This is an optimization exercise on Yosys and OpenROAD, whose aim is small area, not a production implementation.
Function was checked by simulation only, so behaviour that the tests miss may differ from the original.
Power is estimated from default activity; no workload was simulated.

==> flow/design.v (excerpt) <==
module fc_top 
  #(
    parameter integer C_S00_AXIS_TDATA_WIDTH = 32
  )
  (
    input wire CLK,
    input wire RESETN,
    output wire S_AXIS_TREADY,
    input wire [C_S00_AXIS_TDATA_WIDTH-1 : 0] S_AXIS_TDATA,
    input wire [(C_S00_AXIS_TDATA_WIDTH/8)-1 : 0] S_AXIS_TKEEP, 
    input wire S_AXIS_TUSER, 
    input wire S_AXIS_TLAST, 
    input wire S_AXIS_TVALID, 
    input wire M_AXIS_TREADY, 
    output wire M_AXIS_TUSER, 
    output wire [C_S00_AXIS_TDATA_WIDTH-1 : 0] M_AXIS_TDATA, 
    output wire [(C_S00_AXIS_TDATA_WIDTH/8)-1 : 0] M_AXIS_TKEEP, 
    output wire M_AXIS_TLAST, 
    output wire M_AXIS_TVALID, 
    input wire [31:0] PADDR, 
    input wire PENABLE, 
    input wire PSEL, 
    input wire PWRITE, 
    input wire [31:0] PWDATA, 
    output wire [31:0] PRDATA, 
    output wire PREADY, 
    output wire PSLVERR
  );
Size in the first run: ~3,100 flip-flops, about 180 I/O pins, roughly 110,000 um^2 of cells after synthesis.
clock: 22.0 ns
lec_check: 0
cap_margin: 20
core_margin: 2
core_utilization: 55
gpl_timing_driven: 0
place_density: 0.7
slew_margin: 20
standard.sh (not shown) runs the stock make flow with config.mk's settings and CLKGATE_MAP_FILE= SYNTH_SCRIPT=/design/flow/synth_recipe.tcl, a recipe that flattens the netlist after the stock synthesis.
==> flow/flow/run.sh <==
#!/bin/bash
# Layout flow: the standard flow (standard.sh) with three changes.
#  - Synthesis: the standard synthesis script, except that ABC maps the logic
#    with flow/area.abc (area-oriented mapping with don't-care optimisation)
#    instead of ORFS's abc_speed script, and Yosys's generic synth skips its
#    quick ABC pass before full adders are extracted (that pass rewrites the
#    adders' XORs so that the extracted adders need inverters between them).
#    Registers are mapped before the final ABC run, so they are the standard
#    synthesis's.
#  - Clock tree: no dummy loads, clkbuf_4 only, sink clusters of up to 8
#    flip-flops within 40 um.
#  - Port buffers: buf_1.
# make's output goes to make_finish.log; ORFS writes each step's log under orfs/logs.
set -euo pipefail
W=$(pwd)
F=$W/flow
# ORFS's synth.tcl with only the ABC script changed
sed -e 's|^  log_cmd abc {\*}\$abc_args$|  log_cmd abc {*}[lreplace $abc_args 1 1 $::env(FLOW_ABC_SCRIPT)]|' \
  -e 's|^  synth -top \$::env(DESIGN_NAME) -run fine: {\*}\$synth_full_args$|  synth -top $::env(DESIGN_NAME) -run fine: -noabc {*}$synth_full_args|' \
  "$FLOW_HOME/scripts/synth.tcl" > "$W/orfs_synth_area.tcl"
grep -q 'FLOW_ABC_SCRIPT' "$W/orfs_synth_area.tcl"
grep -q 'run fine: -noabc' "$W/orfs_synth_area.tcl"
sed "s|source \$::env(SCRIPTS_DIR)/synth.tcl|source $W/orfs_synth_area.tcl|" \
  "$W/synth_recipe.tcl" > "$W/flow_synth.tcl"
grep -q 'orfs_synth_area.tcl' "$W/flow_synth.tcl"
export FLOW_ABC_SCRIPT=$F/area.abc
CTS="-sink_clustering_enable -repair_clock_nets -dont_use_dummy_load"
CTS="$CTS -buf_list sky130_fd_sc_hd__clkbuf_4 -sink_clustering_size 8 -sink_clustering_max_diameter 40"
bash standard.sh "SYNTH_SCRIPT=$W/flow_synth.tcl" "CTS_ARGS=$CTS" \
  "BUFFER_PORTS_ARGS=-buffer_cell sky130_fd_sc_hd__buf_1" ${FLOW_TARGETS:-finish} > make_finish.log 2>&1
==> flow/flow/area.abc <==
strash
dc2
&get -n
&st
&dch -f
&nf -a
&put
mfs2
&get -n
&st
&dch -f
&nf -a
&put
The first run completed without violations.
==> next run, changes <==
CORE_UTILIZATION = 62   (was 55)
GPL_TIMING_DRIVEN = default   (was 0)
PLACE_DENSITY = 0.78   (was 0.7)
Total power increases by 1.5%.
First-iteration DRC count increases by 6.4%.
Worst hold slack improved by 0.044 ns.

========
fc_top, a different RTL version from the one above (not shown whole).
Size in the first run: about 6600 cells after synthesis, ~180 I/O pins, about 120000 um^2 of cells after synthesis.
export LEC_CHECK = 0
export CAP_MARGIN = 20
export CORE_MARGIN = 2
export CORE_UTILIZATION = 40
export PLACE_DENSITY = 0.6
export SLEW_MARGIN = 20
create_clock -name core_clock -period 22.0 [get_ports {CLK}]
==> flow/flow/run.sh <==
#!/bin/bash
# Layout flow: the standard flow (standard.sh) with three changes.
#  - Synthesis: the standard synthesis script, except that ABC maps the logic
#    with flow/area.abc (area-oriented mapping with don't-care optimisation)
#    instead of ORFS's abc_speed script. Registers are mapped before ABC runs,
#    so they are the standard synthesis's.
#  - Clock tree: no dummy loads, clkbuf_8 only, sink clusters of up to 14
#    flip-flops within 60 um.
#  - Port buffers: buf_1.
# make's output goes to make_finish.log; ORFS writes each step's log under orfs/logs.
set -euo pipefail
W=$(pwd)
F=$W/flow
# ORFS's synth.tcl with only the ABC script changed
sed 's|^  log_cmd abc {\*}\$abc_args$|  log_cmd abc {*}[lreplace $abc_args 1 1 $::env(FLOW_ABC_SCRIPT)]|' \
  "$FLOW_HOME/scripts/synth.tcl" > "$W/orfs_synth_area.tcl"
grep -q 'FLOW_ABC_SCRIPT' "$W/orfs_synth_area.tcl"
sed "s|source \$::env(SCRIPTS_DIR)/synth.tcl|source $W/orfs_synth_area.tcl|" \
  "$W/synth_recipe.tcl" > "$W/flow_synth.tcl"
grep -q 'orfs_synth_area.tcl' "$W/flow_synth.tcl"
export FLOW_ABC_SCRIPT=$F/area.abc
CTS="-sink_clustering_enable -repair_clock_nets -dont_use_dummy_load"
CTS="$CTS -buf_list sky130_fd_sc_hd__clkbuf_8 -sink_clustering_size 14 -sink_clustering_max_diameter 60"
bash standard.sh "SYNTH_SCRIPT=$W/flow_synth.tcl" "CTS_ARGS=$CTS" \
  "BUFFER_PORTS_ARGS=-buffer_cell sky130_fd_sc_hd__buf_1" ${FLOW_TARGETS:-finish} > make_finish.log 2>&1
Scripts as last shown in full above: flow/flow/area.abc
The starting point completed without violations.
Then changed:
- CAP_MARGIN: 20 -> 5
- CORE_UTILIZATION: 40 -> 55
- PLACE_DENSITY: 0.6 -> 0.7
- SLEW_MARGIN: 20 -> 5
Effect: The new run completed and failed the layout checks on capacitance limit; global-route usage increases by 9.0 points; final cell count goes down by roughly a tenth; wire length went down by a few percent; utilization rose by 16 points; total power decreases by a few percent; worst hold slack hardly moves; sequential power barely changes; non-clock buffer count decreases by 7; final area decreases slightly.

[separate check: timing with driven ports]
The flow's constraints put no driver on any port. The routed layouts listed below were extracted and timed again, unchanged, in two steps. Step 1: set_driving_cell puts a clkbuf_16 on CLK and a buf_2 on each other input, an assumption about the parent block. Step 2 moves the port delays by t, midway between the first and last clock arrival at a register: inputs arrive t later, outputs are due t later. That takes back most of the time a late clock gives input paths. a / b / c = no drivers / after step 1 / after step 2; a / b = the first two.
run | t, ns | slack for setup (ns) | clock arrival spread, ns | worst data-port slew with drivers (ns) | pins driven straight from the clock port
the first run of note 1 | 1.491 | 4.045 / 4.045 / 3.236 | 0.200 / 0.199 | 0.11 | 1
the second run of note 1 | 1.469 | 4.771 / 4.808 / 3.339 | 0.152 / 0.151 | 0.12 | 1
the first run of note 2 | 1.119 | 2.741 / 2.741 / 2.559 | 0.205 / 0.205 | 0.54 | 1
the second run of note 2 | 1.176 | 2.416 / 2.416 / 2.416 | 0.112 / 0.112 | 0.23 | 1
For the second run of note 1, which loses most, drivers alone change the setup slack by +0.037 ns; drivers and shift together by -1.432 ns.
